This is an optimization exercise on Yosys and OpenROAD, whose aim is small area and a short achievable clock period, not a production implementation. Function was not checked in any run shown here: the RTL went through the layout flow alone. No activity file was given, so power comes from the tool's default toggle rates.

==> flow/design.v <==
module dot_product_unit (
  input  logic         clk,
  input  logic [263:0] u,
  input  logic [5:0]   nzc,
  output logic [13:0]  da,
  output logic [13:0]  db
);
  logic s1;
  logic c2;
  logic s3;
  logic c4;
  logic s5;
  logic c6;
  logic s7;
  logic c8;
  logic s9;
  logic c10;
  logic s11;
  logic c12;
  logic s13;
  logic c14;
  logic s15;
  logic c16;
  logic s17;
  logic c18;
  logic s19;
  logic c20;
  logic s21;
  logic c22;
  logic s23;
  logic c24;
  logic s25;
  logic c26;
  logic s27;
  logic c28;
  logic s29;
  logic c30;
  logic s31;
  logic c32;
  logic s33;
  logic c34;
  logic s35;
  logic c36;
  logic s37;
  logic c38;
  logic s39;
  logic c40;
  logic s41;
  logic c42;
  logic s43;
  logic c44;
  logic s45;
  logic c46;
  logic s47;
  logic c48;
  logic s49;
  logic c50;
  logic s51;
  logic c52;
  logic s53;
  logic c54;
  logic s55;
  logic c56;
  logic s57;
  logic c58;
  logic s59;
  logic c60;
  logic s61;
  logic c62;
  logic s63;
  logic c64;
  logic s65;
  logic c66;
  logic s67;
  logic c68;
  logic s69;
  logic c70;
  logic s71;
  logic c72;
  logic s73;
  logic c74;
  logic s75;
  logic c76;
  logic s77;
  logic c78;
  logic s79;
  logic c80;
  logic s81;
  logic c82;
  logic s83;
  logic c84;
  logic s85;
  logic c86;
  logic s87;
  logic c88;
  logic s89;
  logic c90;
  logic s91;
  logic c92;
  logic s93;
  logic c94;
  logic s95;
  logic c96;
  logic s97;
  logic c98;
  logic s99;
  logic c100;
  logic s101;
  logic c102;
  logic s103;
  logic c104;
  logic s105;
  logic c106;
  logic s107;
  logic c108;
  logic s109;
  logic c110;
  logic s111;
  logic c112;
  logic s113;
  logic c114;
  logic s115;
  logic c116;
  logic s117;
  logic c118;
  logic s119;
  logic c120;
  logic s121;
  logic c122;
  logic s123;
  logic c124;
  logic s125;
  logic c126;
  logic s127;
  logic c128;
  logic s129;
  logic c130;
  logic s131;
  logic c132;
  logic s133;
  logic c134;
  logic s135;
  logic c136;
  logic s137;
  logic c138;
  logic s139;
  logic c140;
  logic s141;
  logic c142;
  logic s143;
  logic c144;
  logic s145;
  logic c146;
  logic s147;
  logic c148;
  logic s149;
  logic c150;
  logic s151;
  logic c152;
  logic s153;
  logic c154;
  logic s155;
  logic c156;
  logic s157;
  logic c158;
  logic s159;
  logic c160;
  logic s161;
  logic c162;
  logic s163;
  logic c164;
  logic s165;
  logic c166;
  logic s167;
  logic c168;
  logic s169;
  logic c170;
  logic s171;
  logic c172;
  logic s173;
  logic c174;
  logic s175;
  logic c176;
  logic s177;
  logic c178;
  logic s179;
  logic c180;
  logic s181;
  logic c182;
  logic s183;
  logic c184;
  logic s185;
  logic c186;
  logic s187;
  logic c188;
  logic s189;
  logic c190;
  logic s191;
  logic c192;
  logic s193;
  logic c194;
  logic s195;
  logic c196;
  logic s197;
  logic c198;
  logic s199;
  logic c200;
  logic s201;
  logic c202;
  logic s203;
  logic c204;
  logic s205;
  logic c206;
  logic s207;
  logic c208;
  logic s209;
  logic c210;
  logic s211;
  logic c212;
  logic s213;
  logic c214;
  logic s215;
  logic c216;
  logic s217;
  logic c218;
  logic s219;
  logic c220;
  logic s221;
  logic c222;
  logic s223;
  logic c224;
  logic s225;
  logic c226;
  logic s227;
  logic c228;
  logic s229;
  logic c230;
  logic s231;
  logic c232;
  logic s233;
  logic c234;
  logic s235;
  logic c236;
  logic s237;
  logic c238;
  logic s239;
  logic c240;
  logic s241;
  logic c242;
  logic s243;
  logic c244;
  logic s245;
  logic c246;
  logic s247;
  logic c248;
  logic s249;
  logic c250;
  logic s251;
  logic c252;
  logic s253;
  logic c254;
  logic s255;
  logic c256;
  logic s257;
  logic c258;
  logic s259;
  logic c260;
  logic s261;
  logic c262;
  logic s263;
  logic c264;
  logic s265;
  logic c266;
  logic s267;
  logic c268;
  logic s269;
  logic c270;
  logic s271;
  logic c272;
  logic s273;
  logic c274;
  logic s275;
  logic c276;
  logic s277;
  logic c278;
  logic s279;
  logic c280;
  logic s281;
  logic c282;
  logic s283;
  logic c284;
  logic s285;
  logic c286;
  logic s287;
  logic c288;
  logic s289;
  logic c290;
  logic s291;
  logic c292;
  logic s293;
  logic c294;
  logic s295;
  logic c296;
  logic s297;
  logic c298;
  logic s299;
  logic c300;
  logic s301;
  logic c302;
  logic s303;
  logic c304;
  logic s305;
  logic c306;
  logic s307;
  logic c308;
  logic s309;
  logic c310;
  logic s311;
  logic c312;
  logic s313;
  logic c314;
  logic s315;
  logic c316;
  logic s317;
  logic c318;
  logic s319;
  logic c320;
  logic s321;
  logic c322;
  logic s323;
  logic c324;
  logic s325;
  logic c326;
  logic s327;
  logic c328;
  logic s329;
  logic c330;
  logic s331;
  logic c332;
  logic s333;
  logic c334;
  logic s335;
  logic c336;
  logic s337;
  logic c338;
  logic s339;
  logic c340;
  logic s341;
  logic c342;
  logic s343;
  logic c344;
  logic s345;
  logic c346;
  logic s347;
  logic c348;
  logic s349;
  logic c350;
  logic s351;
  logic c352;
  logic s353;
  logic c354;
  logic s355;
  logic c356;
  logic s357;
  logic c358;
  logic s359;
  logic c360;
  logic s361;
  logic c362;
  logic s363;
  logic c364;
  logic s365;
  logic c366;
  logic s367;
  logic c368;
  logic s369;
  logic c370;
  logic s371;
  logic c372;
  logic s373;
  logic c374;
  logic s375;
  logic c376;
  logic s377;
  logic c378;
  logic s379;
  logic c380;
  logic s381;
  logic c382;
  logic s383;
  logic c384;
  logic s385;
  logic c386;
  logic s387;
  logic c388;
  logic s389;
  logic c390;
  logic s391;
  logic c392;
  logic s393;
  logic c394;
  logic s395;
  logic c396;
  logic s397;
  logic c398;
  logic s399;
  logic c400;
  logic s401;
  logic c402;
  logic s403;
  logic c404;
  logic s405;
  logic c406;
  logic s407;
  logic c408;
  logic s409;
  logic c410;
  logic s411;
  logic c412;
  logic s413;
  logic c414;
  logic s415;
  logic c416;
  logic s417;
  logic c418;
  logic s419;
  logic c420;
  logic s421;
  logic c422;
  logic s423;
  logic c424;
  logic s425;
  logic c426;
  logic s427;
  logic c428;
  logic s429;
  logic c430;
  logic s431;
  logic c432;
  logic s433;
  logic c434;
  logic s435;
  logic c436;
  logic s437;
  logic c438;
  logic s439;
  logic c440;
  logic s441;
  logic c442;
  logic s443;
  logic c444;
  logic s445;
  logic c446;
  logic s447;
  logic c448;
  logic s449;
  logic c450;
  logic s451;
  logic c452;
  logic s453;
  logic c454;
  logic s455;
  logic c456;
  logic s457;
  logic c458;
  logic s459;
  logic c460;
  logic s461;
  logic c462;
  logic s463;
  logic c464;
  logic s465;
  logic c466;
  logic s467;
  logic c468;
  logic s469;
  logic c470;
  logic s471;
  logic c472;
  logic s473;
  logic c474;
  logic s475;
  logic c476;
  logic s477;
  logic c478;
  logic s479;
  logic c480;
  logic s481;
  logic c482;
  logic s483;
  logic c484;
  logic s485;
  logic c486;
  logic s487;
  logic c488;
  logic s489;
  logic c490;
  logic s491;
  logic c492;
  logic s493;
  logic c494;
  logic s495;
  logic c496;
  logic s497;
  logic c498;
  logic s499;
  logic c500;
  logic s501;
  logic c502;
  logic s503;
  logic c504;
  logic s505;
  logic c506;
  logic s507;
  logic c508;
  logic s509;
  logic c510;
  logic s511;
  logic c512;
  logic s513;
  logic c514;
  logic s515;
  logic c516;
  logic s517;
  logic c518;
  logic s519;
  logic c520;
  logic s521;
  logic c522;
  logic s523;
  logic c524;
  logic s525;
  logic c526;
  logic s527;
  logic c528;
  logic s529;
  logic c530;
  logic s531;
  logic c532;
  logic p0_0;
  logic p0_1;
  logic p0_2;
  logic p0_3;
  logic p0_4;
  logic p0_5;
  logic p1_0;
  logic p1_1;
  logic p1_2;
  logic p1_3;
  logic p1_4;
  logic p1_5;
  logic p2_0;
  logic p2_1;
  logic p2_2;
  logic p2_3;
  logic p2_4;
  logic p2_5;
  logic p3_0;
  logic p3_1;
  logic p3_2;
  logic p3_3;
  logic p3_4;
  logic p3_5;
  logic p4_0;
  logic p4_1;
  logic p4_2;
  logic p4_3;
  logic p4_4;
  logic p4_5;
  logic p5_0;
  logic p5_1;
  logic p5_2;
  logic p5_3;
  logic p5_4;
  logic p5_5;
  logic p6_0;
  logic p6_1;
  logic p6_2;
  logic p6_3;
  logic p6_4;
  logic p6_5;
  logic p7_0;
  logic p7_1;
  logic p7_2;
  logic p7_3;
  logic p7_4;
  logic p7_5;
  logic p8_0;
  logic p8_1;
  logic p8_2;
  logic p8_3;
  logic p8_4;
  logic p8_5;
  logic p9_0;
  logic p9_1;
  logic p9_2;
  logic p9_3;
  logic p9_4;
  logic p9_5;
  logic p10_0;
  logic p10_1;
  logic p10_2;
  logic p10_3;
  assign s1 = u[0] ^ u[8] ^ u[16];
  assign c2 = (u[0] & u[8]) | (u[0] & u[16]) | (u[8] & u[16]);
  assign s3 = u[24] ^ u[32] ^ u[40];
  assign c4 = (u[24] & u[32]) | (u[24] & u[40]) | (u[32] & u[40]);
  assign s5 = u[48] ^ u[56] ^ u[64];
  assign c6 = (u[48] & u[56]) | (u[48] & u[64]) | (u[56] & u[64]);
  assign s7 = u[1] ^ u[9] ^ u[17];
  assign c8 = (u[1] & u[9]) | (u[1] & u[17]) | (u[9] & u[17]);
  assign s9 = u[25] ^ u[33] ^ u[41];
  assign c10 = (u[25] & u[33]) | (u[25] & u[41]) | (u[33] & u[41]);
  assign s11 = u[49] ^ u[57] ^ u[65];
  assign c12 = (u[49] & u[57]) | (u[49] & u[65]) | (u[57] & u[65]);
  assign s13 = u[73] ^ u[81] ^ u[89];
  assign c14 = (u[73] & u[81]) | (u[73] & u[89]) | (u[81] & u[89]);
  assign s15 = u[97] ^ u[105];
  assign c16 = u[97] & u[105];
  assign s17 = u[2] ^ u[10] ^ u[18];
  assign c18 = (u[2] & u[10]) | (u[2] & u[18]) | (u[10] & u[18]);
  assign s19 = u[26] ^ u[34] ^ u[42];
  assign c20 = (u[26] & u[34]) | (u[26] & u[42]) | (u[34] & u[42]);
  assign s21 = u[50] ^ u[58] ^ u[66];
  assign c22 = (u[50] & u[58]) | (u[50] & u[66]) | (u[58] & u[66]);
  assign s23 = u[74] ^ u[82] ^ u[90];
  assign c24 = (u[74] & u[82]) | (u[74] & u[90]) | (u[82] & u[90]);
  assign s25 = u[98] ^ u[106] ^ u[114];
  assign c26 = (u[98] & u[106]) | (u[98] & u[114]) | (u[106] & u[114]);
  assign s27 = u[122] ^ u[130];
  assign c28 = u[122] & u[130];
  assign s29 = u[3] ^ u[11] ^ u[19];
  assign c30 = (u[3] & u[11]) | (u[3] & u[19]) | (u[11] & u[19]);
  assign s31 = u[27] ^ u[35] ^ u[43];
  assign c32 = (u[27] & u[35]) | (u[27] & u[43]) | (u[35] & u[43]);
  assign s33 = u[51] ^ u[59] ^ u[67];
  assign c34 = (u[51] & u[59]) | (u[51] & u[67]) | (u[59] & u[67]);
  assign s35 = u[75] ^ u[83] ^ u[91];
  assign c36 = (u[75] & u[83]) | (u[75] & u[91]) | (u[83] & u[91]);
  assign s37 = u[99] ^ u[107] ^ u[115];
  assign c38 = (u[99] & u[107]) | (u[99] & u[115]) | (u[107] & u[115]);
  assign s39 = u[123] ^ u[131] ^ u[139];
  assign c40 = (u[123] & u[131]) | (u[123] & u[139]) | (u[131] & u[139]);
  assign s41 = u[4] ^ u[12] ^ u[20];
  assign c42 = (u[4] & u[12]) | (u[4] & u[20]) | (u[12] & u[20]);
  assign s43 = u[28] ^ u[36] ^ u[44];
  assign c44 = (u[28] & u[36]) | (u[28] & u[44]) | (u[36] & u[44]);
  assign s45 = u[52] ^ u[60] ^ u[68];
  assign c46 = (u[52] & u[60]) | (u[52] & u[68]) | (u[60] & u[68]);
  assign s47 = u[76] ^ u[84] ^ u[92];
  assign c48 = (u[76] & u[84]) | (u[76] & u[92]) | (u[84] & u[92]);
  assign s49 = u[100] ^ u[108] ^ u[116];
  assign c50 = (u[100] & u[108]) | (u[100] & u[116]) | (u[108] & u[116]);
  assign s51 = u[124] ^ u[132] ^ u[140];
  assign c52 = (u[124] & u[132]) | (u[124] & u[140]) | (u[132] & u[140]);
  assign s53 = u[5] ^ u[13] ^ u[21];
  assign c54 = (u[5] & u[13]) | (u[5] & u[21]) | (u[13] & u[21]);
  assign s55 = u[29] ^ u[37] ^ u[45];
  assign c56 = (u[29] & u[37]) | (u[29] & u[45]) | (u[37] & u[45]);
  assign s57 = u[53] ^ u[61] ^ u[69];
  assign c58 = (u[53] & u[61]) | (u[53] & u[69]) | (u[61] & u[69]);
  assign s59 = u[77] ^ u[85] ^ u[93];
  assign c60 = (u[77] & u[85]) | (u[77] & u[93]) | (u[85] & u[93]);
  assign s61 = u[101] ^ u[109] ^ u[117];
  assign c62 = (u[101] & u[109]) | (u[101] & u[117]) | (u[109] & u[117]);
  assign s63 = u[125] ^ u[133] ^ u[141];
  assign c64 = (u[125] & u[133]) | (u[125] & u[141]) | (u[133] & u[141]);
  assign s65 = u[6] ^ u[14] ^ u[22];
  assign c66 = (u[6] & u[14]) | (u[6] & u[22]) | (u[14] & u[22]);
  assign s67 = u[30] ^ u[38] ^ u[46];
  assign c68 = (u[30] & u[38]) | (u[30] & u[46]) | (u[38] & u[46]);
  assign s69 = u[54] ^ u[62] ^ u[70];
  assign c70 = (u[54] & u[62]) | (u[54] & u[70]) | (u[62] & u[70]);
  assign s71 = u[78] ^ u[86] ^ u[94];
  assign c72 = (u[78] & u[86]) | (u[78] & u[94]) | (u[86] & u[94]);
  assign s73 = u[102] ^ u[110] ^ u[118];
  assign c74 = (u[102] & u[110]) | (u[102] & u[118]) | (u[110] & u[118]);
  assign s75 = u[126] ^ u[134];
  assign c76 = u[126] & u[134];
  assign s77 = u[7] ^ u[15] ^ u[23];
  assign c78 = (u[7] & u[15]) | (u[7] & u[23]) | (u[15] & u[23]);
  assign s79 = u[31] ^ u[39] ^ u[47];
  assign c80 = (u[31] & u[39]) | (u[31] & u[47]) | (u[39] & u[47]);
  assign s81 = u[55] ^ u[63] ^ u[71];
  assign c82 = (u[55] & u[63]) | (u[55] & u[71]) | (u[63] & u[71]);
  assign s83 = u[79] ^ u[87] ^ u[95];
  assign c84 = (u[79] & u[87]) | (u[79] & u[95]) | (u[87] & u[95]);
  assign s85 = u[103] ^ u[111] ^ u[119];
  assign c86 = (u[103] & u[111]) | (u[103] & u[119]) | (u[111] & u[119]);
  assign s87 = u[127] ^ u[135] ^ u[143];
  assign c88 = (u[127] & u[135]) | (u[127] & u[143]) | (u[135] & u[143]);
  assign s89 = s1 ^ s3 ^ s5;
  assign c90 = (s1 & s3) | (s1 & s5) | (s3 & s5);
  assign s91 = u[72] ^ u[80] ^ u[88];
  assign c92 = (u[72] & u[80]) | (u[72] & u[88]) | (u[80] & u[88]);
  assign s93 = u[96] ^ u[104] ^ u[112];
  assign c94 = (u[96] & u[104]) | (u[96] & u[112]) | (u[104] & u[112]);
  assign s95 = u[120] ^ u[128] ^ u[136];
  assign c96 = (u[120] & u[128]) | (u[120] & u[136]) | (u[128] & u[136]);
  assign s97 = u[144] ^ u[152];
  assign c98 = u[144] & u[152];
  assign s99 = c2 ^ c4 ^ c6;
  assign c100 = (c2 & c4) | (c2 & c6) | (c4 & c6);
  assign s101 = s7 ^ s9 ^ s11;
  assign c102 = (s7 & s9) | (s7 & s11) | (s9 & s11);
  assign s103 = s13 ^ s15 ^ u[113];
  assign c104 = (s13 & s15) | (s13 & u[113]) | (s15 & u[113]);
  assign s105 = u[121] ^ u[129] ^ u[137];
  assign c106 = (u[121] & u[129]) | (u[121] & u[137]) | (u[129] & u[137]);
  assign s107 = u[145] ^ u[153] ^ u[161];
  assign c108 = (u[145] & u[153]) | (u[145] & u[161]) | (u[153] & u[161]);
  assign s109 = u[169] ^ u[177] ^ u[185];
  assign c110 = (u[169] & u[177]) | (u[169] & u[185]) | (u[177] & u[185]);
  assign s111 = u[193] ^ u[201] ^ u[209];
  assign c112 = (u[193] & u[201]) | (u[193] & u[209]) | (u[201] & u[209]);
  assign s113 = c8 ^ c10 ^ c12;
  assign c114 = (c8 & c10) | (c8 & c12) | (c10 & c12);
  assign s115 = c14 ^ c16 ^ s17;
  assign c116 = (c14 & c16) | (c14 & s17) | (c16 & s17);
  assign s117 = s19 ^ s21 ^ s23;
  assign c118 = (s19 & s21) | (s19 & s23) | (s21 & s23);
  assign s119 = s25 ^ s27 ^ u[138];
  assign c120 = (s25 & s27) | (s25 & u[138]) | (s27 & u[138]);
  assign s121 = u[146] ^ u[154] ^ u[162];
  assign c122 = (u[146] & u[154]) | (u[146] & u[162]) | (u[154] & u[162]);
  assign s123 = u[170] ^ u[178] ^ u[186];
  assign c124 = (u[170] & u[178]) | (u[170] & u[186]) | (u[178] & u[186]);
  assign s125 = u[194] ^ u[202] ^ u[210];
  assign c126 = (u[194] & u[202]) | (u[194] & u[210]) | (u[202] & u[210]);
  assign s127 = u[218] ^ u[226] ^ u[234];
  assign c128 = (u[218] & u[226]) | (u[218] & u[234]) | (u[226] & u[234]);
  assign s129 = c18 ^ c20 ^ c22;
  assign c130 = (c18 & c20) | (c18 & c22) | (c20 & c22);
  assign s131 = c24 ^ c26 ^ c28;
  assign c132 = (c24 & c26) | (c24 & c28) | (c26 & c28);
  assign s133 = s29 ^ s31 ^ s33;
  assign c134 = (s29 & s31) | (s29 & s33) | (s31 & s33);
  assign s135 = s35 ^ s37 ^ s39;
  assign c136 = (s35 & s37) | (s35 & s39) | (s37 & s39);
  assign s137 = u[147] ^ u[155] ^ u[163];
  assign c138 = (u[147] & u[155]) | (u[147] & u[163]) | (u[155] & u[163]);
  assign s139 = u[171] ^ u[179] ^ u[187];
  assign c140 = (u[171] & u[179]) | (u[171] & u[187]) | (u[179] & u[187]);
  assign s141 = u[195] ^ u[203] ^ u[211];
  assign c142 = (u[195] & u[203]) | (u[195] & u[211]) | (u[203] & u[211]);
  assign s143 = u[219] ^ u[227] ^ u[235];
  assign c144 = (u[219] & u[227]) | (u[219] & u[235]) | (u[227] & u[235]);
  assign s145 = u[243] ^ u[251];
  assign c146 = u[243] & u[251];
  assign s147 = c30 ^ c32 ^ c34;
  assign c148 = (c30 & c32) | (c30 & c34) | (c32 & c34);
  assign s149 = c36 ^ c38 ^ c40;
  assign c150 = (c36 & c38) | (c36 & c40) | (c38 & c40);
  assign s151 = s41 ^ s43 ^ s45;
  assign c152 = (s41 & s43) | (s41 & s45) | (s43 & s45);
  assign s153 = s47 ^ s49 ^ s51;
  assign c154 = (s47 & s49) | (s47 & s51) | (s49 & s51);
  assign s155 = u[148] ^ u[156] ^ u[164];
  assign c156 = (u[148] & u[156]) | (u[148] & u[164]) | (u[156] & u[164]);
  assign s157 = u[172] ^ u[180] ^ u[188];
  assign c158 = (u[172] & u[180]) | (u[172] & u[188]) | (u[180] & u[188]);
  assign s159 = u[196] ^ u[204] ^ u[212];
  assign c160 = (u[196] & u[204]) | (u[196] & u[212]) | (u[204] & u[212]);
  assign s161 = u[220] ^ u[228] ^ u[236];
  assign c162 = (u[220] & u[228]) | (u[220] & u[236]) | (u[228] & u[236]);
  assign s163 = u[244] ^ u[252] ^ u[260];
  assign c164 = (u[244] & u[252]) | (u[244] & u[260]) | (u[252] & u[260]);
  assign s165 = c42 ^ c44 ^ c46;
  assign c166 = (c42 & c44) | (c42 & c46) | (c44 & c46);
  assign s167 = c48 ^ c50 ^ c52;
  assign c168 = (c48 & c50) | (c48 & c52) | (c50 & c52);
  assign s169 = s53 ^ s55 ^ s57;
  assign c170 = (s53 & s55) | (s53 & s57) | (s55 & s57);
  assign s171 = s59 ^ s61 ^ s63;
  assign c172 = (s59 & s61) | (s59 & s63) | (s61 & s63);
  assign s173 = u[149] ^ u[157] ^ u[165];
  assign c174 = (u[149] & u[157]) | (u[149] & u[165]) | (u[157] & u[165]);
  assign s175 = u[173] ^ u[181] ^ u[189];
  assign c176 = (u[173] & u[181]) | (u[173] & u[189]) | (u[181] & u[189]);
  assign s177 = u[197] ^ u[205] ^ u[213];
  assign c178 = (u[197] & u[205]) | (u[197] & u[213]) | (u[205] & u[213]);
  assign s179 = u[221] ^ u[229] ^ u[237];
  assign c180 = (u[221] & u[229]) | (u[221] & u[237]) | (u[229] & u[237]);
  assign s181 = u[245] ^ u[253] ^ u[261];
  assign c182 = (u[245] & u[253]) | (u[245] & u[261]) | (u[253] & u[261]);
  assign s183 = c54 ^ c56 ^ c58;
  assign c184 = (c54 & c56) | (c54 & c58) | (c56 & c58);
  assign s185 = c60 ^ c62 ^ c64;
  assign c186 = (c60 & c62) | (c60 & c64) | (c62 & c64);
  assign s187 = s65 ^ s67 ^ s69;
  assign c188 = (s65 & s67) | (s65 & s69) | (s67 & s69);
  assign s189 = s71 ^ s73 ^ s75;
  assign c190 = (s71 & s73) | (s71 & s75) | (s73 & s75);
  assign s191 = u[142] ^ u[150] ^ u[158];
  assign c192 = (u[142] & u[150]) | (u[142] & u[158]) | (u[150] & u[158]);
  assign s193 = u[166] ^ u[174] ^ u[182];
  assign c194 = (u[166] & u[174]) | (u[166] & u[182]) | (u[174] & u[182]);
  assign s195 = u[190] ^ u[198] ^ u[206];
  assign c196 = (u[190] & u[198]) | (u[190] & u[206]) | (u[198] & u[206]);
  assign s197 = u[214] ^ u[222] ^ u[230];
  assign c198 = (u[214] & u[222]) | (u[214] & u[230]) | (u[222] & u[230]);
  assign s199 = u[238] ^ u[246] ^ u[254];
  assign c200 = (u[238] & u[246]) | (u[238] & u[254]) | (u[246] & u[254]);
  assign s201 = c66 ^ c68 ^ c70;
  assign c202 = (c66 & c68) | (c66 & c70) | (c68 & c70);
  assign s203 = c72 ^ c74 ^ c76;
  assign c204 = (c72 & c74) | (c72 & c76) | (c74 & c76);
  assign s205 = s77 ^ s79 ^ s81;
  assign c206 = (s77 & s79) | (s77 & s81) | (s79 & s81);
  assign s207 = s83 ^ s85 ^ s87;
  assign c208 = (s83 & s85) | (s83 & s87) | (s85 & s87);
  assign s209 = u[151] ^ u[159] ^ u[167];
  assign c210 = (u[151] & u[159]) | (u[151] & u[167]) | (u[159] & u[167]);
  assign s211 = u[175] ^ u[183] ^ u[191];
  assign c212 = (u[175] & u[183]) | (u[175] & u[191]) | (u[183] & u[191]);
  assign s213 = u[199] ^ u[207] ^ u[215];
  assign c214 = (u[199] & u[207]) | (u[199] & u[215]) | (u[207] & u[215]);
  assign s215 = u[223] ^ u[231] ^ u[239];
  assign c216 = (u[223] & u[231]) | (u[223] & u[239]) | (u[231] & u[239]);
  assign s217 = u[247] ^ u[255] ^ u[263];
  assign c218 = (u[247] & u[255]) | (u[247] & u[263]) | (u[255] & u[263]);
  assign s219 = s89 ^ s91 ^ s93;
  assign c220 = (s89 & s91) | (s89 & s93) | (s91 & s93);
  assign s221 = s95 ^ s97 ^ u[160];
  assign c222 = (s95 & s97) | (s95 & u[160]) | (s97 & u[160]);
  assign s223 = u[168] ^ u[176] ^ u[184];
  assign c224 = (u[168] & u[176]) | (u[168] & u[184]) | (u[176] & u[184]);
  assign s225 = c90 ^ c92 ^ c94;
  assign c226 = (c90 & c92) | (c90 & c94) | (c92 & c94);
  assign s227 = c96 ^ c98 ^ s99;
  assign c228 = (c96 & c98) | (c96 & s99) | (c98 & s99);
  assign s229 = s101 ^ s103 ^ s105;
  assign c230 = (s101 & s103) | (s101 & s105) | (s103 & s105);
  assign s231 = s107 ^ s109 ^ s111;
  assign c232 = (s107 & s109) | (s107 & s111) | (s109 & s111);
  assign s233 = u[217] ^ u[225];
  assign c234 = u[217] & u[225];
  assign s235 = c100 ^ c102 ^ c104;
  assign c236 = (c100 & c102) | (c100 & c104) | (c102 & c104);
  assign s237 = c106 ^ c108 ^ c110;
  assign c238 = (c106 & c108) | (c106 & c110) | (c108 & c110);
  assign s239 = c112 ^ s113 ^ s115;
  assign c240 = (c112 & s113) | (c112 & s115) | (s113 & s115);
  assign s241 = s117 ^ s119 ^ s121;
  assign c242 = (s117 & s119) | (s117 & s121) | (s119 & s121);
  assign s243 = s123 ^ s125 ^ s127;
  assign c244 = (s123 & s125) | (s123 & s127) | (s125 & s127);
  assign s245 = u[242] ^ u[250];
  assign c246 = u[242] & u[250];
  assign s247 = c114 ^ c116 ^ c118;
  assign c248 = (c114 & c116) | (c114 & c118) | (c116 & c118);
  assign s249 = c120 ^ c122 ^ c124;
  assign c250 = (c120 & c122) | (c120 & c124) | (c122 & c124);
  assign s251 = c126 ^ c128 ^ s129;
  assign c252 = (c126 & c128) | (c126 & s129) | (c128 & s129);
  assign s253 = s131 ^ s133 ^ s135;
  assign c254 = (s131 & s133) | (s131 & s135) | (s133 & s135);
  assign s255 = s137 ^ s139 ^ s141;
  assign c256 = (s137 & s139) | (s137 & s141) | (s139 & s141);
  assign s257 = s143 ^ s145 ^ u[259];
  assign c258 = (s143 & s145) | (s143 & u[259]) | (s145 & u[259]);
  assign s259 = c130 ^ c132 ^ c134;
  assign c260 = (c130 & c132) | (c130 & c134) | (c132 & c134);
  assign s261 = c136 ^ c138 ^ c140;
  assign c262 = (c136 & c138) | (c136 & c140) | (c138 & c140);
  assign s263 = c142 ^ c144 ^ c146;
  assign c264 = (c142 & c144) | (c142 & c146) | (c144 & c146);
  assign s265 = s147 ^ s149 ^ s151;
  assign c266 = (s147 & s149) | (s147 & s151) | (s149 & s151);
  assign s267 = s153 ^ s155 ^ s157;
  assign c268 = (s153 & s155) | (s153 & s157) | (s155 & s157);
  assign s269 = s159 ^ s161 ^ s163;
  assign c270 = (s159 & s161) | (s159 & s163) | (s161 & s163);
  assign s271 = c148 ^ c150 ^ c152;
  assign c272 = (c148 & c150) | (c148 & c152) | (c150 & c152);
  assign s273 = c154 ^ c156 ^ c158;
  assign c274 = (c154 & c156) | (c154 & c158) | (c156 & c158);
  assign s275 = c160 ^ c162 ^ c164;
  assign c276 = (c160 & c162) | (c160 & c164) | (c162 & c164);
  assign s277 = s165 ^ s167 ^ s169;
  assign c278 = (s165 & s167) | (s165 & s169) | (s167 & s169);
  assign s279 = s171 ^ s173 ^ s175;
  assign c280 = (s171 & s173) | (s171 & s175) | (s173 & s175);
  assign s281 = s177 ^ s179 ^ s181;
  assign c282 = (s177 & s179) | (s177 & s181) | (s179 & s181);
  assign s283 = c166 ^ c168 ^ c170;
  assign c284 = (c166 & c168) | (c166 & c170) | (c168 & c170);
  assign s285 = c172 ^ c174 ^ c176;
  assign c286 = (c172 & c174) | (c172 & c176) | (c174 & c176);
  assign s287 = c178 ^ c180 ^ c182;
  assign c288 = (c178 & c180) | (c178 & c182) | (c180 & c182);
  assign s289 = s183 ^ s185 ^ s187;
  assign c290 = (s183 & s185) | (s183 & s187) | (s185 & s187);
  assign s291 = s189 ^ s191 ^ s193;
  assign c292 = (s189 & s191) | (s189 & s193) | (s191 & s193);
  assign s293 = s195 ^ s197 ^ s199;
  assign c294 = (s195 & s197) | (s195 & s199) | (s197 & s199);
  assign s295 = c184 ^ c186 ^ c188;
  assign c296 = (c184 & c186) | (c184 & c188) | (c186 & c188);
  assign s297 = c190 ^ c192 ^ c194;
  assign c298 = (c190 & c192) | (c190 & c194) | (c192 & c194);
  assign s299 = c196 ^ c198 ^ c200;
  assign c300 = (c196 & c198) | (c196 & c200) | (c198 & c200);
  assign s301 = s201 ^ s203 ^ s205;
  assign c302 = (s201 & s203) | (s201 & s205) | (s203 & s205);
  assign s303 = s207 ^ s209 ^ s211;
  assign c304 = (s207 & s209) | (s207 & s211) | (s209 & s211);
  assign s305 = s213 ^ s215 ^ s217;
  assign c306 = (s213 & s215) | (s213 & s217) | (s215 & s217);
  assign s307 = c202 ^ c204 ^ c206;
  assign c308 = (c202 & c204) | (c202 & c206) | (c204 & c206);
  assign s309 = c208 ^ c210 ^ c212;
  assign c310 = (c208 & c210) | (c208 & c212) | (c210 & c212);
  assign s311 = c214 ^ c216 ^ c218;
  assign c312 = (c214 & c216) | (c214 & c218) | (c216 & c218);
  assign s313 = c78 ^ c80 ^ c82;
  assign c314 = (c78 & c80) | (c78 & c82) | (c80 & c82);
  assign s315 = c84 ^ c86;
  assign c316 = c84 & c86;
  assign s317 = s219 ^ s221 ^ s223;
  assign c318 = (s219 & s221) | (s219 & s223) | (s221 & s223);
  assign s319 = u[192] ^ u[200] ^ u[208];
  assign c320 = (u[192] & u[200]) | (u[192] & u[208]) | (u[200] & u[208]);
  assign s321 = c220 ^ c222 ^ c224;
  assign c322 = (c220 & c222) | (c220 & c224) | (c222 & c224);
  assign s323 = s225 ^ s227 ^ s229;
  assign c324 = (s225 & s227) | (s225 & s229) | (s227 & s229);
  assign s325 = s231 ^ s233 ^ u[233];
  assign c326 = (s231 & s233) | (s231 & u[233]) | (s233 & u[233]);
  assign s327 = c226 ^ c228 ^ c230;
  assign c328 = (c226 & c228) | (c226 & c230) | (c228 & c230);
  assign s329 = c232 ^ c234 ^ s235;
  assign c330 = (c232 & c234) | (c232 & s235) | (c234 & s235);
  assign s331 = s237 ^ s239 ^ s241;
  assign c332 = (s237 & s239) | (s237 & s241) | (s239 & s241);
  assign s333 = s243 ^ s245;
  assign c334 = s243 & s245;
  assign s335 = c236 ^ c238 ^ c240;
  assign c336 = (c236 & c238) | (c236 & c240) | (c238 & c240);
  assign s337 = c242 ^ c244 ^ c246;
  assign c338 = (c242 & c244) | (c242 & c246) | (c244 & c246);
  assign s339 = s247 ^ s249 ^ s251;
  assign c340 = (s247 & s249) | (s247 & s251) | (s249 & s251);
  assign s341 = s253 ^ s255 ^ s257;
  assign c342 = (s253 & s255) | (s253 & s257) | (s255 & s257);
  assign s343 = c248 ^ c250 ^ c252;
  assign c344 = (c248 & c250) | (c248 & c252) | (c250 & c252);
  assign s345 = c254 ^ c256 ^ c258;
  assign c346 = (c254 & c256) | (c254 & c258) | (c256 & c258);
  assign s347 = s259 ^ s261 ^ s263;
  assign c348 = (s259 & s261) | (s259 & s263) | (s261 & s263);
  assign s349 = s265 ^ s267 ^ s269;
  assign c350 = (s265 & s267) | (s265 & s269) | (s267 & s269);
  assign s351 = c260 ^ c262 ^ c264;
  assign c352 = (c260 & c262) | (c260 & c264) | (c262 & c264);
  assign s353 = c266 ^ c268 ^ c270;
  assign c354 = (c266 & c268) | (c266 & c270) | (c268 & c270);
  assign s355 = s271 ^ s273 ^ s275;
  assign c356 = (s271 & s273) | (s271 & s275) | (s273 & s275);
  assign s357 = s277 ^ s279 ^ s281;
  assign c358 = (s277 & s279) | (s277 & s281) | (s279 & s281);
  assign s359 = c272 ^ c274 ^ c276;
  assign c360 = (c272 & c274) | (c272 & c276) | (c274 & c276);
  assign s361 = c278 ^ c280 ^ c282;
  assign c362 = (c278 & c280) | (c278 & c282) | (c280 & c282);
  assign s363 = s283 ^ s285 ^ s287;
  assign c364 = (s283 & s285) | (s283 & s287) | (s285 & s287);
  assign s365 = s289 ^ s291 ^ s293;
  assign c366 = (s289 & s291) | (s289 & s293) | (s291 & s293);
  assign s367 = c284 ^ c286 ^ c288;
  assign c368 = (c284 & c286) | (c284 & c288) | (c286 & c288);
  assign s369 = c290 ^ c292 ^ c294;
  assign c370 = (c290 & c292) | (c290 & c294) | (c292 & c294);
  assign s371 = s295 ^ s297 ^ s299;
  assign c372 = (s295 & s297) | (s295 & s299) | (s297 & s299);
  assign s373 = s301 ^ s303 ^ s305;
  assign c374 = (s301 & s303) | (s301 & s305) | (s303 & s305);
  assign s375 = c296 ^ c298 ^ c300;
  assign c376 = (c296 & c298) | (c296 & c300) | (c298 & c300);
  assign s377 = c302 ^ c304 ^ c306;
  assign c378 = (c302 & c304) | (c302 & c306) | (c304 & c306);
  assign s379 = s307 ^ s309 ^ s311;
  assign c380 = (s307 & s309) | (s307 & s311) | (s309 & s311);
  assign s381 = s313 ^ s315 ^ c88;
  assign c382 = (s313 & s315) | (s313 & c88) | (s315 & c88);
  assign s383 = c308 ^ c310;
  assign c384 = c308 & c310;
  assign s385 = s317 ^ s319 ^ u[216];
  assign c386 = (s317 & s319) | (s317 & u[216]) | (s319 & u[216]);
  assign s387 = u[224] ^ u[232];
  assign c388 = u[224] & u[232];
  assign s389 = c318 ^ c320 ^ s321;
  assign c390 = (c318 & c320) | (c318 & s321) | (c320 & s321);
  assign s391 = s323 ^ s325 ^ u[241];
  assign c392 = (s323 & s325) | (s323 & u[241]) | (s325 & u[241]);
  assign s393 = u[249] ^ u[257];
  assign c394 = u[249] & u[257];
  assign s395 = c322 ^ c324 ^ c326;
  assign c396 = (c322 & c324) | (c322 & c326) | (c324 & c326);
  assign s397 = s327 ^ s329 ^ s331;
  assign c398 = (s327 & s329) | (s327 & s331) | (s329 & s331);
  assign s399 = s333 ^ u[258] ^ nzc[2];
  assign c400 = (s333 & u[258]) | (s333 & nzc[2]) | (u[258] & nzc[2]);
  assign s401 = c328 ^ c330 ^ c332;
  assign c402 = (c328 & c330) | (c328 & c332) | (c330 & c332);
  assign s403 = c334 ^ s335 ^ s337;
  assign c404 = (c334 & s335) | (c334 & s337) | (s335 & s337);
  assign s405 = s339 ^ s341 ^ nzc[3];
  assign c406 = (s339 & s341) | (s339 & nzc[3]) | (s341 & nzc[3]);
  assign s407 = c336 ^ c338 ^ c340;
  assign c408 = (c336 & c338) | (c336 & c340) | (c338 & c340);
  assign s409 = c342 ^ s343 ^ s345;
  assign c410 = (c342 & s343) | (c342 & s345) | (s343 & s345);
  assign s411 = s347 ^ s349 ^ nzc[4];
  assign c412 = (s347 & s349) | (s347 & nzc[4]) | (s349 & nzc[4]);
  assign s413 = c344 ^ c346 ^ c348;
  assign c414 = (c344 & c346) | (c344 & c348) | (c346 & c348);
  assign s415 = c350 ^ s351 ^ s353;
  assign c416 = (c350 & s351) | (c350 & s353) | (s351 & s353);
  assign s417 = s355 ^ s357 ^ nzc[5];
  assign c418 = (s355 & s357) | (s355 & nzc[5]) | (s357 & nzc[5]);
  assign s419 = c352 ^ c354 ^ c356;
  assign c420 = (c352 & c354) | (c352 & c356) | (c354 & c356);
  assign s421 = c358 ^ s359 ^ s361;
  assign c422 = (c358 & s359) | (c358 & s361) | (s359 & s361);
  assign s423 = s363 ^ s365 ^ u[262];
  assign c424 = (s363 & s365) | (s363 & u[262]) | (s365 & u[262]);
  assign s425 = c360 ^ c362 ^ c364;
  assign c426 = (c360 & c362) | (c360 & c364) | (c362 & c364);
  assign s427 = c366 ^ s367 ^ s369;
  assign c428 = (c366 & s367) | (c366 & s369) | (s367 & s369);
  assign s429 = s371 ^ s373 ^ 1'b1;
  assign c430 = (s371 & s373) | (s371 & 1'b1) | (s373 & 1'b1);
  assign s431 = c368 ^ c370 ^ c372;
  assign c432 = (c368 & c370) | (c368 & c372) | (c370 & c372);
  assign s433 = c374 ^ s375 ^ s377;
  assign c434 = (c374 & s375) | (c374 & s377) | (s375 & s377);
  assign s435 = s379 ^ s381 ^ 1'b1;
  assign c436 = (s379 & s381) | (s379 & 1'b1) | (s381 & 1'b1);
  assign s437 = c376 ^ c378 ^ c380;
  assign c438 = (c376 & c378) | (c376 & c380) | (c378 & c380);
  assign s439 = c382 ^ s383 ^ c312;
  assign c440 = (c382 & s383) | (c382 & c312) | (s383 & c312);
  assign s441 = c314 ^ c316 ^ 1'b1;
  assign c442 = (c314 & c316) | (c314 & 1'b1) | (c316 & 1'b1);
  always_ff @(posedge clk) begin
    p0_0 <= s385;
    p0_1 <= s387;
    p0_2 <= u[240];
    p0_3 <= u[248];
    p0_4 <= u[256];
    p0_5 <= nzc[0];
    p1_0 <= c386;
    p1_1 <= c388;
    p1_2 <= s389;
    p1_3 <= s391;
    p1_4 <= s393;
    p1_5 <= nzc[1];
    p2_0 <= c390;
    p2_1 <= c392;
    p2_2 <= c394;
    p2_3 <= s395;
    p2_4 <= s397;
    p2_5 <= s399;
    p3_0 <= c396;
    p3_1 <= c398;
    p3_2 <= c400;
    p3_3 <= s401;
    p3_4 <= s403;
    p3_5 <= s405;
    p4_0 <= c402;
    p4_1 <= c404;
    p4_2 <= c406;
    p4_3 <= s407;
    p4_4 <= s409;
    p4_5 <= s411;
    p5_0 <= c408;
    p5_1 <= c410;
    p5_2 <= c412;
    p5_3 <= s413;
    p5_4 <= s415;
    p5_5 <= s417;
    p6_0 <= c414;
    p6_1 <= c416;
    p6_2 <= c418;
    p6_3 <= s419;
    p6_4 <= s421;
    p6_5 <= s423;
    p7_0 <= c420;
    p7_1 <= c422;
    p7_2 <= c424;
    p7_3 <= s425;
    p7_4 <= s427;
    p7_5 <= s429;
    p8_0 <= c426;
    p8_1 <= c428;
    p8_2 <= c430;
    p8_3 <= s431;
    p8_4 <= s433;
    p8_5 <= s435;
    p9_0 <= c432;
    p9_1 <= c434;
    p9_2 <= c436;
    p9_3 <= s437;
    p9_4 <= s439;
    p9_5 <= s441;
    p10_0 <= c438;
    p10_1 <= c440;
    p10_2 <= c442;
    p10_3 <= c384;
  end
  assign s443 = p0_0 ^ p0_1 ^ p0_2;
  assign c444 = (p0_0 & p0_1) | (p0_0 & p0_2) | (p0_1 & p0_2);
  assign s445 = p1_0 ^ p1_1 ^ p1_2;
  assign c446 = (p1_0 & p1_1) | (p1_0 & p1_2) | (p1_1 & p1_2);
  assign s447 = p1_3 ^ p1_4;
  assign c448 = p1_3 & p1_4;
  assign s449 = p2_0 ^ p2_1 ^ p2_2;
  assign c450 = (p2_0 & p2_1) | (p2_0 & p2_2) | (p2_1 & p2_2);
  assign s451 = p2_3 ^ p2_4 ^ p2_5;
  assign c452 = (p2_3 & p2_4) | (p2_3 & p2_5) | (p2_4 & p2_5);
  assign s453 = p3_0 ^ p3_1 ^ p3_2;
  assign c454 = (p3_0 & p3_1) | (p3_0 & p3_2) | (p3_1 & p3_2);
  assign s455 = p3_3 ^ p3_4 ^ p3_5;
  assign c456 = (p3_3 & p3_4) | (p3_3 & p3_5) | (p3_4 & p3_5);
  assign s457 = p4_0 ^ p4_1 ^ p4_2;
  assign c458 = (p4_0 & p4_1) | (p4_0 & p4_2) | (p4_1 & p4_2);
  assign s459 = p4_3 ^ p4_4 ^ p4_5;
  assign c460 = (p4_3 & p4_4) | (p4_3 & p4_5) | (p4_4 & p4_5);
  assign s461 = p5_0 ^ p5_1 ^ p5_2;
  assign c462 = (p5_0 & p5_1) | (p5_0 & p5_2) | (p5_1 & p5_2);
  assign s463 = p5_3 ^ p5_4 ^ p5_5;
  assign c464 = (p5_3 & p5_4) | (p5_3 & p5_5) | (p5_4 & p5_5);
  assign s465 = p6_0 ^ p6_1 ^ p6_2;
  assign c466 = (p6_0 & p6_1) | (p6_0 & p6_2) | (p6_1 & p6_2);
  assign s467 = p6_3 ^ p6_4 ^ p6_5;
  assign c468 = (p6_3 & p6_4) | (p6_3 & p6_5) | (p6_4 & p6_5);
  assign s469 = p7_0 ^ p7_1 ^ p7_2;
  assign c470 = (p7_0 & p7_1) | (p7_0 & p7_2) | (p7_1 & p7_2);
  assign s471 = p7_3 ^ p7_4 ^ p7_5;
  assign c472 = (p7_3 & p7_4) | (p7_3 & p7_5) | (p7_4 & p7_5);
  assign s473 = p8_0 ^ p8_1 ^ p8_2;
  assign c474 = (p8_0 & p8_1) | (p8_0 & p8_2) | (p8_1 & p8_2);
  assign s475 = p8_3 ^ p8_4 ^ p8_5;
  assign c476 = (p8_3 & p8_4) | (p8_3 & p8_5) | (p8_4 & p8_5);
  assign s477 = p9_0 ^ p9_1 ^ p9_2;
  assign c478 = (p9_0 & p9_1) | (p9_0 & p9_2) | (p9_1 & p9_2);
  assign s479 = p9_3 ^ p9_4 ^ p9_5;
  assign c480 = (p9_3 & p9_4) | (p9_3 & p9_5) | (p9_4 & p9_5);
  assign s481 = p10_0 ^ p10_1 ^ p10_2;
  assign c482 = (p10_0 & p10_1) | (p10_0 & p10_2) | (p10_1 & p10_2);
  assign s483 = p10_3 ^ 1'b1;
  assign c484 = p10_3 & 1'b1;
  assign s485 = s443 ^ p0_3;
  assign c486 = s443 & p0_3;
  assign s487 = c444 ^ s445 ^ s447;
  assign c488 = (c444 & s445) | (c444 & s447) | (s445 & s447);
  assign s489 = c446 ^ c448 ^ s449;
  assign c490 = (c446 & c448) | (c446 & s449) | (c448 & s449);
  assign s491 = c450 ^ c452 ^ s453;
  assign c492 = (c450 & c452) | (c450 & s453) | (c452 & s453);
  assign s493 = c454 ^ c456 ^ s457;
  assign c494 = (c454 & c456) | (c454 & s457) | (c456 & s457);
  assign s495 = c458 ^ c460 ^ s461;
  assign c496 = (c458 & c460) | (c458 & s461) | (c460 & s461);
  assign s497 = c462 ^ c464 ^ s465;
  assign c498 = (c462 & c464) | (c462 & s465) | (c464 & s465);
  assign s499 = c466 ^ c468 ^ s469;
  assign c500 = (c466 & c468) | (c466 & s469) | (c468 & s469);
  assign s501 = c470 ^ c472 ^ s473;
  assign c502 = (c470 & c472) | (c470 & s473) | (c472 & s473);
  assign s503 = c474 ^ c476 ^ s477;
  assign c504 = (c474 & c476) | (c474 & s477) | (c476 & s477);
  assign s505 = c478 ^ c480 ^ s481;
  assign c506 = (c478 & c480) | (c478 & s481) | (c480 & s481);
  assign s507 = c482 ^ c484;
  assign c508 = c482 & c484;
  assign s509 = s485 ^ p0_4;
  assign c510 = s485 & p0_4;
  assign s511 = c486 ^ s487 ^ p1_5;
  assign c512 = (c486 & s487) | (c486 & p1_5) | (s487 & p1_5);
  assign s513 = c488 ^ s489 ^ s451;
  assign c514 = (c488 & s489) | (c488 & s451) | (s489 & s451);
  assign s515 = c490 ^ s491 ^ s455;
  assign c516 = (c490 & s491) | (c490 & s455) | (s491 & s455);
  assign s517 = c492 ^ s493 ^ s459;
  assign c518 = (c492 & s493) | (c492 & s459) | (s493 & s459);
  assign s519 = c494 ^ s495 ^ s463;
  assign c520 = (c494 & s495) | (c494 & s463) | (s495 & s463);
  assign s521 = c496 ^ s497 ^ s467;
  assign c522 = (c496 & s497) | (c496 & s467) | (s497 & s467);
  assign s523 = c498 ^ s499 ^ s471;
  assign c524 = (c498 & s499) | (c498 & s471) | (s499 & s471);
  assign s525 = c500 ^ s501 ^ s475;
  assign c526 = (c500 & s501) | (c500 & s475) | (s501 & s475);
  assign s527 = c502 ^ s503 ^ s479;
  assign c528 = (c502 & s503) | (c502 & s479) | (s503 & s479);
  assign s529 = c504 ^ s505 ^ s483;
  assign c530 = (c504 & s505) | (c504 & s483) | (s505 & s483);
  assign s531 = c506 ^ s507 ^ 1'b1;
  assign c532 = (c506 & s507) | (c506 & 1'b1) | (s507 & 1'b1);
  assign da = {1'b1, c532, c530, c528, c526, c524, c522, c520, c518, c516, c514, c512, c510, s509};
  assign db = {1'b0, c508, s531, s529, s527, s525, s523, s521, s519, s517, s515, s513, s511, p0_5};
endmodule
module perceptron_bp (
  input  logic        clk,
  input  logic        rst,
  input  logic [31:0] pc,
  input  logic        predict_en,
  output logic        prediction,
  output logic        prediction_valid,
  output logic [15:0] confidence,
  input  logic        train_en,
  input  logic [31:0] train_pc,
  input  logic        actual_taken,
  input  logic        history_update_en,
  input  logic        branch_taken,
  output logic [15:0] prediction_count,
  output logic [15:0] misprediction_count
);
  localparam int N = 8;
  localparam int ROW = 264;
  logic [2:0] pidx, tidx;
  assign pidx = pc[4:2] ^ pc[12:10] ^ pc[20:18];
  assign tidx = train_pc[4:2] ^ train_pc[12:10] ^ train_pc[20:18];
  logic [6:0]  conf_lo, conf_s0, conf_s1;
  logic        conf_c;
  logic [13:0] conf;
  assign conf = {conf_c ? conf_s1 : conf_s0, conf_lo};
  logic        mispredicted, small_conf, should_train;
  assign mispredicted = conf[13] ^ ~actual_taken;    
  assign small_conf   = conf[13] ? (&conf[12:4] & (|conf[3:0])) : ~(|conf[12:4]);
  assign should_train = train_en & (mispredicted | small_conf);
  logic [N-1:0]   v;             
  logic [N-1:0]   wsel;          
  logic [N-1:0]   tsel_s, tsel_t, tsel_u;
  logic           pv1, pv2, pvalid;
  logic           at_r;          
  logic           hu_r;          
  logic [32:0]    hx;            
  logic [5:0]     nzc;           
  logic [N-1:0][ROW-1:0] w;      
  logic [15:0]    pcnt, mcnt;
  logic [N-1:0] v_next;
  assign v_next = v | wsel;
  logic [13:0] dsa, dsb;
  function automatic logic [13:0] prefix7(input logic [6:0] a, input logic [6:0] b);
    logic [6:0] g, p, gn, pn;
    g = a & b;
    p = a ^ b;
    for (int d = 1; d < 7; d = d * 2) begin
      for (int i = 0; i < 7; i++) begin
        if (i >= d) begin
          gn[i] = g[i] | (p[i] & g[i-d]);
          pn[i] = p[i] & p[i-d];
        end else begin
          gn[i] = g[i];
          pn[i] = p[i];
        end
      end
      g = gn;
      p = pn;
    end
    prefix7 = {g, p};
  endfunction
  logic [6:0] lg, lpx, ls, hg, hpx, hs0, hs1;
  logic       lc;
  assign {lg, lpx} = prefix7(dsa[6:0], dsb[6:0]);
  assign {hg, hpx} = prefix7(dsa[13:7], dsb[13:7]);
  assign ls  = (dsa[6:0] ^ dsb[6:0]) ^ {lg[5:0], 1'b0};
  assign lc  = lg[6];
  assign hs0 = (dsa[13:7] ^ dsb[13:7]) ^ {hg[5:0], 1'b0};
  assign hs1 = (dsa[13:7] ^ dsb[13:7]) ^ {hg[5:0] | hpx[5:0], 1'b1};
  always_ff @(posedge clk or posedge rst) begin
    if (rst) begin
      v      <= '0;
      wsel   <= '0;
      pv1    <= 1'b0;
      pv2    <= 1'b0;
      pvalid <= 1'b0;
      hu_r   <= 1'b0;
      hx     <= '0;
      nzc    <= 6'd32;
      pcnt   <= '0;
      mcnt   <= '0;
      conf_lo <= '0;
      conf_c  <= 1'b0;
      conf_s0 <= '0;
      conf_s1 <= '0;
    end else begin
      v      <= v_next;
      for (int e = 0; e < N; e++) wsel[e] <= should_train & (tidx == e);
      pv1    <= predict_en;
      pv2    <= pv1;
      pvalid <= pv2;
      hu_r   <= history_update_en;
      if (history_update_en) begin
        hx  <= {hx[31:0], branch_taken};
        nzc <= nzc + {5'd0, ~branch_taken} - {5'd0, ~hx[31]};
      end
      if (train_en) begin
        pcnt <= pcnt + 16'd1;
        if (mispredicted) mcnt <= mcnt + 16'd1;
      end
      if (pv2) begin
        conf_lo <= ls;
        conf_c  <= lc;
        conf_s0 <= hs0;
        conf_s1 <= hs1;
      end
    end
  end
  always_ff @(posedge clk) begin
    for (int e = 0; e < N; e++) begin
      tsel_s[e] <= should_train & (tidx == e) & v_next[e];
      tsel_t[e] <= train_en & (tidx == e) & v_next[e];
      tsel_u[e] <= (tidx == e) & v_next[e];
    end
    at_r <= actual_taken;
  end
  logic [31:0] hprev;
  assign hprev = hu_r ? hx[32:1] : hx[31:0];
  logic [ROW-1:0] trow;
  always_comb begin
    trow = '0;
    for (int e = 0; e < N; e++)
      trow = trow | ({{96{tsel_u[e]}}, {88{tsel_t[e]}}, {80{tsel_s[e]}}} & w[e]);
  end
  function automatic logic [7:0] step(input logic [7:0] x, input logic up);
    logic [7:0] z;
    logic [7:0] flip;
    logic       sat;
    z = x ^ {8{~up}};
    sat = (z == 8'h7f);
    flip[0] = 1'b1;
    for (int i = 1; i < 8; i++) flip[i] = flip[i-1] & z[i-1];
    step = x ^ (flip & {8{~sat}});
  endfunction
  logic [ROW-1:0] nrow;
  always_comb begin
    for (int k = 0; k < 32; k++)
      nrow[k*8 +: 8] = step(trow[k*8 +: 8], at_r == hprev[k]);
    nrow[256 +: 8] = step(trow[256 +: 8], at_r);
  end
  always_ff @(posedge clk) begin
    for (int e = 0; e < N; e++)
      if (wsel[e]) w[e] <= nrow;
  end
  logic [N-1:0] prsel;
  logic         fwd;
  always_comb begin
    fwd = 1'b0;
    for (int e = 0; e < N; e++) begin
      prsel[e] = (pidx == e) & v[e] & ~wsel[e];
      fwd = fwd | ((pidx == e) & wsel[e]);
    end
  end
  logic [ROW-1:0] prow;
  always_comb begin
    prow = {ROW{fwd}} & nrow;
    for (int e = 0; e < N; e++)
      prow = prow | ({ROW{prsel[e]}} & w[e]);
  end
  logic [ROW-1:0] u, u_r;
  logic [5:0]     nzc_r;
  always_comb begin
    for (int k = 0; k < 32; k++)
      u[k*8 +: 8] = prow[k*8 +: 8] ^ {hx[k], {7{~hx[k]}}};
    u[256 +: 8] = prow[256 +: 8] ^ 8'h80;
  end
  always_ff @(posedge clk) begin
    u_r   <= u;
    nzc_r <= nzc;
  end
  dot_product_unit dp (.clk(clk), .u(u_r), .nzc(nzc_r), .da(dsa), .db(dsb));
  assign confidence          = {{2{conf[13]}}, conf};
  assign prediction          = ~conf[13];
  assign prediction_valid    = pvalid;
  assign prediction_count    = pcnt;
  assign misprediction_count = mcnt;
endmodule
==> flow/run.sh <==
#!/bin/bash
# synth_recipe.tcl (not shown) runs the flow's synth.tcl, then flattens the netlist and writes it again
# the make line also repeats each setting of config.mk as NAME=value (left out here)
make -C /OpenROAD-flow-scripts/flow DESIGN_CONFIG=/design/flow/config.mk WORK_HOME=/design/flow/orfs CLKGATE_MAP_FILE= SYNTH_SCRIPT=/design/flow/synth_recipe.tcl finish
==> flow/config.mk <==
export PLATFORM = sky130hd
export DESIGN_NAME = perceptron_bp
export DESIGN_NICKNAME = perceptron_bp
export VERILOG_FILES = /design/flow/design.v
export SDC_FILE = /design/flow/constraint.sdc
export NUM_CORES = 4
export LEC_CHECK = 0
export ABC_CLOCK_PERIOD_IN_PS = 3000
export CAP_MARGIN = 20
export CORE_MARGIN = 2
export CORE_UTILIZATION = 40
export CTS_CLUSTER_DIAMETER = 100
export CTS_CLUSTER_SIZE = 25
export SETUP_SLACK_MARGIN = 3.5
export SLEW_MARGIN = 20
==> flow/constraint.sdc <==
create_clock -name core_clock -period 7.0 [get_ports {clk}]
set_input_delay 1.4000 -clock core_clock [delete_from_list [all_inputs] [get_ports {clk}]]
set_output_delay 1.4000 -clock core_clock [all_outputs]
set_load 0.01 [all_outputs]
==> results of run 1 <==
==> power breakdown <==
part	leakage, uW	switching, uW	total (uW)	internal, uW
registers	0.0236	1960	24400	22500
clock network	0.00173	4970	8360	3390
logic	0.0199	25700	41400	15700
total	0.0453	32600	74200	41600
==> worst max-delay path by stage <==
stage	start	end	slack, ns
floorplan	wsel[3]$_DFF_PP0_	u_r[113]$_DFF_P_	1.95
global placement	pc[18]	u_r[170]$_DFF_P_	1.60
detailed placement	pc[18]	u_r[170]$_DFF_P_	1.54
CTS	hu_r$_DFF_PP0_	u_r[111]$_DFF_P_	3.29
global route	hu_r$_DFF_PP0_	u_r[38]$_DFF_P_	3.35
finish	pc[18]	u_r[214]$_DFF_P_	3.40
==> what timing repair did <==
action | CTS | global route
gates resized for setup | 431 | 277
setup buffers | 155 | 112
gates cloned | 40 | 13
setup endpoints to repair | 2178 | 872
hold endpoints to repair | 0 | 0
pin swaps | 55 | 70
==> per-stage QoR <==
stage | utilization [%] | instances | area, um2 | worst slack (ns) | hold WS, ns
2_1_floorplan | - | 8842 | 120500 | 1.955 | 0.3096
3_5_place_dp | 42.21 | 12400 | 125200 | 1.535 | 0.3181
3_3_place_gp | 42.21 | 12400 | 125200 | 1.595 | 0.3235
6_report | 46.01 | 12950 | 136400 | 3.401 | 0.3383
4_1_cts | 45.09 | 12820 | 133700 | 3.288 | 0.3419
5_1_grt | 46.00 | 12950 | 136400 | 3.355 | 0.3554
==> final cells by class <==
cell class	instances	area [um2]
fill	25860	160100
timing repair buffer	558	7422
tap	3939	4928
inverter	392	1481
antenna	6	15.01
multi-input combinational	5251	45380
clock buffer	201	3306
sequential	2584	73590
clock inverter	23	305.3
==> layer usage <==
layer	wire, um	part of all wire, %	global-route usage [%]	up-vias
met5	91	0.021	0	-
met4	27250	6.2	14.07	8
met3	51300	12	5.579	1300
met2	196200	45	43.29	6309
met1	165200	38	36.88	44280
li1	-	-	-	35390
==> cells in the mapped netlist (all sizes together) (12+ instances only) <==
library cell  count  area (um2)
a21o             37       277.8
a21oi           264        1329
a221oi          246        2161
a22o            275        2410
a22oi          1644       12340
a311oi           46       402.9
a31o             12       105.1
a31oi            99       619.3
and2             62       387.9
and3             36       225.2
and4             79       691.9
buf             281        1419
clkbuf          336        1261
dfrtp           112        2803
dfxtp           359        7187
edfxtp         2112       63420
fa              248        4965
ha               42       525.5
inv             392        1471
mux2             83       938.4
mux2i            53       603.1
nand2           146       548.0
nand3           288        1441
nand3b           20       150.1
nand4           321        2014
nor2            217       814.5
nor3             66       335.3
nor4             28       217.7
nor4b            12       105.1
o211ai           22       165.2
o21ai            77       385.4
o221ai           15       131.4
o22ai            16       106.4
o31ai            21       167.7
or3              29       191.4
xnor2           288        2620
xor2            281        2461
==> worst reg2reg max path, delay by kind of cell, from the launching register on <==
family,cells,cell delay [ns]
buf+inv,2,0.44
flops,1,0.50
simple gates,2,0.89
mux,2,0.75
xor+xnor,3,0.72
compound gates,1,0.15
==> flip-flops by register name (all words and copies together), names as in the netlist, 6 cells and up <==
| name | count |
|---|---|
| hx | 33 |
| v | 8 |
| nzc_r | 6 |
| tsel_s | 8 |
| conf_s0 | 7 |
| mcnt | 16 |
| tsel_u | 8 |
| tsel_t | 8 |
| wsel | 8 |
| pcnt | 16 |
| conf_s1 | 7 |
| nzc | 6 |
| w | 2112 |
| u_r | 264 |
| conf_lo | 7 |
==> logic make-up after synthesis <==
kind of cell             count (synthesis)  synth area share [%]
AO/OA/AOI/OAI                         2891                 18.22
XOR/XNOR                               575                 4.385
adder cells (fa/ha/maj)                290                 4.612
buffers and inverters                 1009                 3.487
flip-flops                            2584                 61.69
multiplexers                           136                 1.295
AND/OR/NAND/NOR                       1357                 6.316
==> out/metrics.csv, run 1 <==
metric;value;unit
status;no timing/DRC/antenna violations;
Die ar.;302000;um2
slew at the pin closest to its max-slew limit;1.110;ns
worst r2r path cells;10;
Setup TNS;0;ns
CTS tree;built;
crit path capture type;flip-flop;
synthesized cell area;119000;um2
critical path startpoint category;input port;
CP most frequent cell;buf_4;
MaxCap Viol Count;0;
Synth cell types;101;
number of routed nets with antenna violations;0;
crit-path leading delay family;buffers and inverters;
Final HPWL DP;218800;um
drt drc;0;
Die Height;549.5;um
number of I/O pins;121;
CP Data Required Time;7.74;ns
slowest cell delay on critical path;0.51;ns
total track usage;27.78;%
initial antenna violation count;10;
CTS Buf Count;117;
first-pass GRT wire length;611600;um
Pleak;0.04525;uW
share of layout cells above drive strength 1;15.94;%
most frequent cells in the layout;edfxtp_1 (2,112), a22oi_1 (1,640), inv_1 (375), dfxtp_1 (326), nand4_1 (320);
Final Cycle Share;51.42;%
Vias;87290;
post-layout min period;3.599;ns
Hold EP;dp.p0_2$_DFF_P_;
Placer Congestion;0.8963;
Critical Path AT;4.34;ns
crit-path cells;clkdlybuf4s50_1 > xor3_4 > nand2_4 > nor4b_4 > buf_6 > buf_4 > buf_4 > buf_8 > buf_16 > a221o_1 > a211oi_2 > xor2_1;
sequential-to-total area share from yosys stat;61.69;%
worst flop-to-flop path endpoint;u_r[38]$_DFF_P_;
Worst path depth;12;
routed vias/inst;6.739;
Async SR Flop Fraction;4.373;%
FF-to-FF setup slack;3.43;ns
drt first pass iters;10;
Hold Path Class;flip-flop to flip-flop;
Max FO, Critical Path;5;
pin count of the biggest net entering global routing;113;
clk sinks;2584;
Max Clock Skew;0.04968;ns
synth-to-layout area growth;14.60;%
# setup viols final;0;
EDFF count, synth;2112;
RSZ-0062 raised after global routing;true;
Clock Latency Late Sink;0.88;ns
Avg Cell Area, Syn;13.46;um2
Post-Syn Nets;9203;
Synth Instances;8842;
Worst IR Drop VDD;0.9578;mV
f_max;277.8;MHz
wire length per cell;33.97;um
Initial Utilization;40.15;%
Iteration-0 DRC Markers;14010;
final slew viol count;0;
WP buf/inv;6;
CP max-delay cell;xor3_4;
WHS Path Cells;0;
worst relative slew slack;25.99;%
CP Class;input port to flip-flop;
total power;74200;uW
Post-layout nets;9265;
vias in the first global route;84170;
maximum clock path buffer count;3;
commonest register cell after synthesis;edfxtp_1;
worst r2r src;hu_r$_DFF_PP0_;
Root Driver;clkbuf_16;
global route total overflow;0;
H-Tree Level Count;3;
die width;549.5;um
WL final;440000;um
commonest non-fill, non-tap cell in the layout;edfxtp_1;
core area;296500;um2
Yosys reg bits;2584;
cts hold-fix bufs;0;
Port-buffer cells;74;
hold_sp;u_r[240]$_DFF_P_;
pwr dens;543.9;nW/um2
Worst-path clk slew;0.10;ns
yosys warns;2;
final hold vios;0;
standard-cell rows;200;
==> inputs of run 2 (changes only) <==
--- a/flow/config.mk
+++ b/flow/config.mk
@@ -11,5 +11,5 @@
 export CORE_UTILIZATION = 40
 export CTS_CLUSTER_DIAMETER = 100
 export CTS_CLUSTER_SIZE = 25
-export SETUP_SLACK_MARGIN = 3.5
+export SETUP_SLACK_MARGIN = 3.2
 export SLEW_MARGIN = 20
==> out/metrics.csv, run 2 <==
metric;value;unit;change
Max Clock Skew;0.05321;ns;was 0.04968 ns
final slew viol count;0;;unchanged
die width;549.5;um;unchanged
initial antenna violation count;8;;was 10
WL final;422600;um;was 440,000 um
Sw Pwr;31400;uW;was 32,640 uW
commonest register cell after synthesis;edfxtp_1;;unchanged
worst r2r path cells;10;;unchanged
Pint;39820;uW;was 41,560 uW
Post-synth top cells;edfxtp_1 (2,112), a22oi_1 (1,644), inv_1 (388);;unchanged
Async SR Flop Fraction;4.373;%;unchanged
Placer Congestion;0.8963;;unchanged
Synth cell types;101;;unchanged
crit-path leading delay family;buffers and inverters;;unchanged
Flop pwr share;34.3;%;was 32.9%
Synth Instances;8842;;unchanged
number of I/O pins;121;;unchanged
Logic pwr share;54.0;%;was 55.8%
wire length per cell;33.07;um;was 33.97 um
Final Cycle Share;56.69;%;was 51.42%
Hold EP;dp.p0_2$_DFF_P_;;unchanged
core area;296500;um2;unchanged
max reg flops;2112;;unchanged
WHS Path Cells;0;;unchanged
Port-buffer cells;74;;unchanged
drt drc;0;;unchanged
Clock Latency Late Sink;0.88;ns;about the same
Post-Syn Nets;9203;;unchanged
Initial Utilization;40.15;%;unchanged
area of the multi-input gates;43890;um2;was 45,380 um2
global route total overflow;0;;unchanged
commonest non-fill, non-tap cell in the layout;edfxtp_1;;unchanged
first-pass GRT wire length;587500;um;was 611,600 um
clk sinks;2584;;unchanged
cell taking the most area after synthesis;edfxtp_1;;unchanged
hold_sp;u_r[240]$_DFF_P_;;unchanged
Pleak;0.04357;uW;was 0.04525 uW
Critical Path AT;4.68;ns;was 4.34 ns
Vias;85580;;was 87,290
drt first pass iters;7;;was 10
MaxCap Viol Count;0;;unchanged
Avg Cell Area, Syn;13.46;um2;unchanged
fillcell total;26200;;was 25,860
f_max;252.0;MHz;was 277.8 MHz
CTS Buf Count;117;;unchanged
Die ar.;302000;um2;unchanged
maximum clock path buffer count;3;;unchanged
WP buf/inv;5;;was 6
status;no timing/DRC/antenna violations;;unchanged
Hold Path Class;flip-flop to flip-flop;;unchanged
Worst IR Drop VDD;0.9906;mV;was 0.9578 mV
most frequent cells in the layout;edfxtp_1 (2,112), a22oi_1 (1,641), inv_1 (387), dfxtp_1 (334), nand4_1 (320);;was edfxtp_1 (2,112), a22oi_1 (1,640), inv_1 (375), dfxtp_1 (326), nand4_1 (320)
synth-to-layout area growth;11.19;%;was 14.60%
total power;71220;uW;was 74,200 uW
Yosys reg bits;2584;;unchanged
Clk pwr share;11.7;%;was 11.3%
synth top area cells;edfxtp_1 (53%), a22oi_1 (10%), dfxtp_1 (6.0%);;unchanged
Post-layout nets;9090;;was 9,265
number of routed nets with antenna violations;0;;unchanged
total track usage;26.44;%;was 27.78%
sequential-to-total area share from yosys stat;61.69;%;unchanged
Setup TNS;0;ns;unchanged
Max FO, Critical Path;38;;was 5
slowest cell delay on critical path;0.63;ns;was 0.51 ns
FF-to-FF setup slack;3.17;ns;was 3.43 ns
post-layout min period;3.968;ns;was 3.599 ns
crit-path cells;clkdlybuf4s50_1 > xnor3_4 > buf_4 > nand2_1 > nand4_1 > and4_4 > buf_12 > buf_4 > buf_12 > a21oi_1 > xnor2_1;;was clkdlybuf4s50_1 > xor3_4 > nand2_4 > nor4b_4 > buf_6 > buf_4 > buf_4 > buf_8 > buf_16 > a221o_1 > a211oi_2 > xor2_1
yosys warns;2;;unchanged
critical path startpoint category;input port;;unchanged
share of layout cells above drive strength 1;11.80;%;was 15.94%
Biggest register;w;;unchanged
-- run 2: final cells by class --
type | instances | area share [%]
sequential | 2584 | 55.58
timing repair buffer | 383 | 3.672
clock buffer | 201 | 2.497
tap | 3939 | 3.723
multi-input combinational | 5251 | 33.16
inverter | 392 | 1.119
antenna | 6 | 0.01134
clock inverter | 23 | 0.2307
-- run 2: kinds of logic after synthesis --
kind of cell / share of synthesized area (%)
adder cells (fa/ha/maj): 4.612
XOR/XNOR: 4.385
AND/OR/NAND/NOR: 6.316
flip-flops: 61.69
multiplexers: 1.295
buffers and inverters: 3.487
AO/OA/AOI/OAI: 18.22
-- run 2: worst max path at each step --
stage / startpoint / end / depth (start not counted)
after CTS: hu_r$_DFF_PP0_ / u_r[111]$_DFF_P_ / 10
after global placement: pc[18] / u_r[170]$_DFF_P_ / 10
after floorplan: wsel[3]$_DFF_PP0_ / u_r[113]$_DFF_P_ / 9
final: pc[4] / u_r[111]$_DFF_P_ / 11
after detailed placement: pc[18] / u_r[170]$_DFF_P_ / 10
after global routing: hu_r$_DFF_PP0_ / u_r[111]$_DFF_P_ / 10
-- run 2: power groups by stage --
stage	Clock, uW	Sequential, uW	Combinational, uW
floorplan	0	24000	23100
finish	8350	24400	38500
global route	8930	24600	41800
global placement	0	24800	35100
CTS	8420	24400	36400
detailed placement	0	24800	35600
-- run 2: timing repair --
action | CTS | global route
endpoints found under the setup margin | 1228 | 501
gates cloned | 13 | 13
setup buffers | 62 | 57
gates resized for setup | 119 | 187
hold buffers | 0 | 0
hold endpoints to repair | 0 | 0
pin swaps | 12 | 18
-- run 2: stage by stage --
step	utilization (%)	std cells	hold slack, ns	instance area (um2)	setup WS [ns]
2_1_floorplan	-	8842	0.3096	120500	1.955
3_3_place_gp	42.21	12400	0.3235	125200	1.595
3_5_place_dp	42.21	12400	0.3181	125200	1.535
4_1_cts	43.98	12700	0.3419	130400	2.982
5_1_grt	44.63	12780	0.3553	132400	2.911
6_report	44.64	12780	0.3407	132400	3.032
-- run 2: per-layer routing --
layer | vias up | GRT usage [%] | routed length [um] | part of all wire (%)
li1 | 35040 | - | - | -
met1 | 43630 | 35.09 | 162600 | 38
met2 | 5894 | 41.90 | 192300 | 46
met3 | 1012 | 5.130 | 46480 | 11
met4 | 4 | 12.13 | 21140 | 5.0
met5 | - | 0 | 32 | 0.0076

## port drivers added, routing unchanged
In the flow no input, the clock included, has a driving cell. The finished layouts below were timed again as built, in two steps.
Step 1, drivers: a clkbuf_16 drives clk and a buf_2 each remaining input, both assumed.
Step 2 also shifts input and output timing later by t, the mid clock arrival at the registers, as if the neighbouring blocks saw the same clock.
Slacks: ideal ports / drivers / drivers and shift; pairs: ideal ports / drivers.
run	t (ns)	slack for setup (ns)
run 1	0.962	3.401 / 3.433 / 2.524
run 2	0.949	3.032 / 3.109 / 2.160
After both steps setup and hold are still met in every run listed.
